This is an optimization exercise on Yosys and OpenROAD, whose aim is small area, not a production implementation.
At most, simulation tests tie the RTL to the original design; equivalence was not proved.
Power and IR drop assume default switching activity.

==> flow/design.v (excerpt) <==
module pwm_core #(
  parameter int unsigned NOutputs = 6,
  parameter int unsigned PhaseCntDw = 16,
  parameter int unsigned BeatCntDw = 27,
  localparam int unsigned DcResnDw = $clog2(PhaseCntDw)
) (
  input                           clk_core_i,
  input                           rst_core_ni,
  input                           cfg_qe,
  input                           cntr_en_i,
  input [DcResnDw-1:0]            dc_resn_i,
  input [BeatCntDw-1:0]           clk_div_i,
  input                           pwm_en_qe,
  input [NOutputs-1:0]            pwm_en_i,
  input                           invert_qe,
  input [NOutputs-1:0]            invert_i,
  input [NOutputs-1:0]            param_qe,
  input [NOutputs-1:0]            blink_en_i,
  input [NOutputs-1:0]            htbt_en_i,
  input [NOutputs*PhaseCntDw-1:0] phase_delay_i,
  input [NOutputs-1:0]            duty_qe,
  input [NOutputs*PhaseCntDw-1:0] duty_a_i,
  input [NOutputs*PhaseCntDw-1:0] duty_b_i,
  input [NOutputs-1:0]            blink_qe,
  input [NOutputs*PhaseCntDw-1:0] blink_x_i,
  input [NOutputs*PhaseCntDw-1:0] blink_y_i,
  output logic [NOutputs-1:0]     pwm_o
);
clock: 14.0 ns
lec_check: 0
cap_margin: 20
core_margin: 2
core_utilization: 40
cts_buf_list: sky130_fd_sc_hd__clkbuf_4 sky130_fd_sc_hd__clkbuf_8
gpl_timing_driven: 0
slew_margin: 20
standard.sh (not shown) runs the stock make flow with config.mk's settings and CLKGATE_MAP_FILE= SYNTH_SCRIPT=/design/flow/synth_recipe.tcl, a recipe that flattens the netlist after the stock synthesis.
==> flow/flow/run.sh <==
#!/bin/bash
# Standard layout, with single-strength port buffers and no CTS dummy loads.
set -euo pipefail
export BUFFER_PORTS_ARGS="-buffer_cell sky130_fd_sc_hd__buf_1"
export CTS_ARGS="-sink_clustering_enable -repair_clock_nets -dont_use_dummy_load"
bash standard.sh > standard.log 2>&1
Edit:
- CTS_BUF_LIST: sky130_fd_sc_hd__clkbuf_4 sky130_fd_sc_hd__clkbuf_8 -> default
- GPL_TIMING_DRIVEN: 0 -> default
Effect: Cell area drops slightly. Global-route usage falls by 1.7 points. Clock skew shrinks by 0.039 ns. Non-clock buffer count falls by 125. Synthesized cell count does not change. Area after synthesis stays the same. Setup slack gets better by 0.12 ns. Wire length shrinks by a few percent. Core utilization goes down by 0.60 points. Power goes down slightly. Register-to-register slack is better by 1.2 ns.
Function was not checked in any run of this note: the RTL went through the layout flow alone.

---

Another version of the RTL of pwm_core (not shown whole).
Size in the first run: ~3900 cells after synthesis, roughly 310 flip-flops, about 32000 um2 of cells after synthesis.
export LEC_CHECK = 0
export CAP_MARGIN = 20
export CORE_MARGIN = 2
export CORE_UTILIZATION = 70
export PLACE_DENSITY = 0.8
export SLEW_MARGIN = 20
create_clock -name core_clock -period 14.0 [get_ports {clk_core_i}]
==> flow/flow/run.sh <==
#!/bin/bash
# Standard layout, with single-strength port buffers and a lighter clock tree.
set -euo pipefail
export BUFFER_PORTS_ARGS="-buffer_cell sky130_fd_sc_hd__buf_1"
export CTS_ARGS="-sink_clustering_enable -repair_clock_nets -dont_use_dummy_load -buf_list {sky130_fd_sc_hd__clkbuf_4} -root_buf sky130_fd_sc_hd__clkbuf_8 -sink_clustering_size 10 -sink_clustering_max_diameter 40"
bash standard.sh > standard.log 2>&1
Edit:
==> flow/flow/run.sh (replaced) <==
#!/bin/bash
# Standard layout, with single-strength port buffers and a lighter clock tree.
set -euo pipefail
export BUFFER_PORTS_ARGS="-buffer_cell sky130_fd_sc_hd__buf_1"
export CTS_ARGS="-sink_clustering_enable -repair_clock_nets -dont_use_dummy_load -buf_list {sky130_fd_sc_hd__clkbuf_8} -root_buf sky130_fd_sc_hd__clkbuf_8 -sink_clustering_size 20 -sink_clustering_max_diameter 50"
bash standard.sh > standard.log 2>&1
CAP_MARGIN = 0   (was 20)
CORE_UTILIZATION = 65   (was 70)
PLACE_DENSITY = 0.75   (was 0.8)
SLEW_MARGIN = 0   (was 20)
Final cell count rises by 1.0%.
Synthesized area does not change.
Hold slack is worse by 18 ps.
Total power increases by 0.61%.
Cell area went up by 0.75%.
Utilization falls by 5.2 points.
Via count decreases by 2.6%.
First-iteration DRC count fell by 15%.
Edit:
==> flow/flow/run.sh (replaced) <==
#!/bin/bash
# Standard layout, with single-strength port buffers and a lighter clock tree.
set -euo pipefail
export BUFFER_PORTS_ARGS="-buffer_cell sky130_fd_sc_hd__buf_1"
export CTS_ARGS="-sink_clustering_enable -repair_clock_nets -dont_use_dummy_load -buf_list {sky130_fd_sc_hd__clkbuf_4} -root_buf sky130_fd_sc_hd__clkbuf_8 -sink_clustering_size 10 -sink_clustering_max_diameter 40"
bash standard.sh > standard.log 2>&1
CAP_MARGIN = 20   (was 0)
SLEW_MARGIN = 20   (was 0)
Wire length is about the same.
Die area does not change.
Via count barely changes.
Total power decreases by 1.2%.
Count of clock-buffer cells in the layout increases by 17.

---

pwm_core with an RTL version that a note above also has.
Size in the first run: roughly 36,000 µm² of cells after synthesis.
==> flow/config.mk <==
export PLATFORM = sky130hd
export DESIGN_NAME = pwm_core
export DESIGN_NICKNAME = pwm_core
export VERILOG_FILES = /design/flow/design.v
export SDC_FILE = /design/flow/constraint.sdc
export NUM_CORES = 4
export LEC_CHECK = 0
export CAP_MARGIN = 20
export CORE_MARGIN = 2
export CORE_UTILIZATION = 65
export PLACE_DENSITY = 0.75
export SLEW_MARGIN = 20
==> flow/constraint.sdc <==
create_clock -name core_clock -period 14.0 [get_ports {clk_core_i}]
set_input_delay 2.8000 -clock core_clock [delete_from_list [all_inputs] [get_ports {clk_core_i}]]
set_output_delay 2.8000 -clock core_clock [all_outputs]
set_load 0.01 [all_outputs]
==> flow/flow/run.sh <==
#!/bin/bash
# Standard layout, with single-strength port buffers and no CTS dummy loads.
set -euo pipefail
export BUFFER_PORTS_ARGS="-buffer_cell sky130_fd_sc_hd__buf_1"
export CTS_ARGS="-sink_clustering_enable -repair_clock_nets -dont_use_dummy_load"
bash standard.sh > standard.log 2>&1
Next try:
==> flow/run.sh (new file) <==
#!/bin/bash
# synth_recipe.tcl (not shown) runs the flow's synth.tcl, then flattens the netlist and writes it again
# the make line also repeats each setting of config.mk as NAME=value (left out here)
make -C /OpenROAD-flow-scripts/flow DESIGN_CONFIG=/design/flow/config.mk WORK_HOME=/design/flow/orfs CLKGATE_MAP_FILE= SYNTH_SCRIPT=/design/flow/synth_recipe.tcl finish
Settings changed: CORE_UTILIZATION 65 to 40, PLACE_DENSITY 0.75 to default.
removed: flow/flow/run.sh
removed: flow/standard.sh
What happened: Setup slack degrades by 0.080 ns. Synthesized area does not change. Core utilization is lower by 23 points. Worst hold slack hardly moves. Fmax shrinks by 0.59%. Sequential power barely changes. Cell area came out higher by 13%. Global-route usage is lower by 13 points.
No run of this note included a check of the RTL's function; only the layout flow was run.

---

## the baseline
pwm_core with an RTL version that a note above also has.
For scale: roughly 3900 cells after synthesis, ~310 flip-flops, ~32000 um^2 of cells after synthesis.
Settings: LEC_CHECK=0, CAP_MARGIN=20, CORE_MARGIN=2, CORE_UTILIZATION=70, PLACE_DENSITY=0.8, SLEW_MARGIN=20; clock period 14.0 ns.
==> flow/flow/run.sh <==
#!/bin/bash
# Standard layout, with single-strength port buffers and a lighter clock tree.
set -euo pipefail
export BUFFER_PORTS_ARGS="-buffer_cell sky130_fd_sc_hd__buf_1"
export GPL_KEEP_OVERFLOW=0
export CTS_ARGS="-sink_clustering_enable -repair_clock_nets -dont_use_dummy_load -buf_list {sky130_fd_sc_hd__clkbuf_4} -root_buf sky130_fd_sc_hd__clkbuf_8 -sink_clustering_size 10 -sink_clustering_max_diameter 40"
bash standard.sh > standard.log 2>&1
The following lists how the candidate was set up differently from the baseline:
Settings: swapping 0.8 for 0.75 in PLACE_DENSITY; swapping 70 for 65 in CORE_UTILIZATION.
==> flow/flow/run.sh <==
#!/bin/bash
# Standard layout, with single-strength port buffers and a lighter clock tree.
set -euo pipefail
export BUFFER_PORTS_ARGS="-buffer_cell sky130_fd_sc_hd__buf_1"
export CTS_ARGS="-sink_clustering_enable -repair_clock_nets -dont_use_dummy_load -buf_list {sky130_fd_sc_hd__clkbuf_8} -root_buf sky130_fd_sc_hd__clkbuf_8 -sink_clustering_size 20 -sink_clustering_max_diameter 50"
bash standard.sh > standard.log 2>&1
==> notes.md <==
From the baseline to the candidate the numbers moved as follows: post-detailed-route via-to-cell ratio moved down, fraction of met2 tracks used by global routing went down by 4.5 points, number of ordinary and repair buffers in the finished layout went up, via count decreased about 2.6%. Cmp the candidate vs the baseline: worst hold path cell count higher in the candidate. Against the baseline, the candidate comes in 2.2% lower on switching component of the power. Re power: the candidate is 1.5% down on the baseline. Summary: routed wire length, the candidate better than the baseline. Portion of the clock cycle consumed by the worst path in the final layout, the candidate and the baseline: lower on the candidate. Changes observed in the candidate relative to the baseline: post-synthesis to final-layout area growth went down, cell count increased by 56 relative to the old numbers.

==> separate check: timing with driven ports <==
The flow's constraints put no driver on any port. The routed layouts listed below were extracted and timed again, unchanged, in two steps. Step 1, drivers: a clkbuf_16 drives clk_core_i and a buf_2 each remaining input, both assumed. Step 2 also shifts input and output timing later by t, the mid clock arrival at the registers, as if the neighbouring blocks saw the same clock. a / b / c = no drivers / after step 1 / after step 2; a / b = the first two.
run | shift t [ns] | setup WS [ns] | worst hold slack (ns)
the first run of note 1 | 0.642 | 0.386 / 0.403 / -0.239 | 0.473 / 0.473 / 0.473
the second run of note 1 | 0.639 | 0.511 / 0.560 / -0.079 | 0.473 / 0.473 / 0.473
the first run of note 2 | 0.694 | 0.650 / 0.685 / -0.009 | 0.498 / 0.498 / 0.498
the second run of note 2 | 0.696 | 0.672 / 0.712 / 0.016 | 0.480 / 0.480 / 0.480
the third run of note 2 | 0.694 | 0.645 / 0.682 / -0.012 | 0.482 / 0.482 / 0.482
the first run of note 3 | 0.626 | 0.570 / 0.603 / -0.023 | 0.476 / 0.476 / 0.476
the second run of note 3 | 0.663 | 0.490 / 0.529 / -0.134 | 0.475 / 0.475 / 0.475
the baseline | 0.727 | 0.344 / 0.371 / -0.355 | 0.488 / 0.488 / 0.488
the candidate | 0.696 | 0.668 / 0.708 / 0.012 | 0.480 / 0.480 / 0.480
Met with ideal ports but missed after step 2: setup timing in 7 of these runs. For the baseline, which loses most, drivers alone change the setup slack by +0.027 ns; drivers and shift together by -0.699 ns.
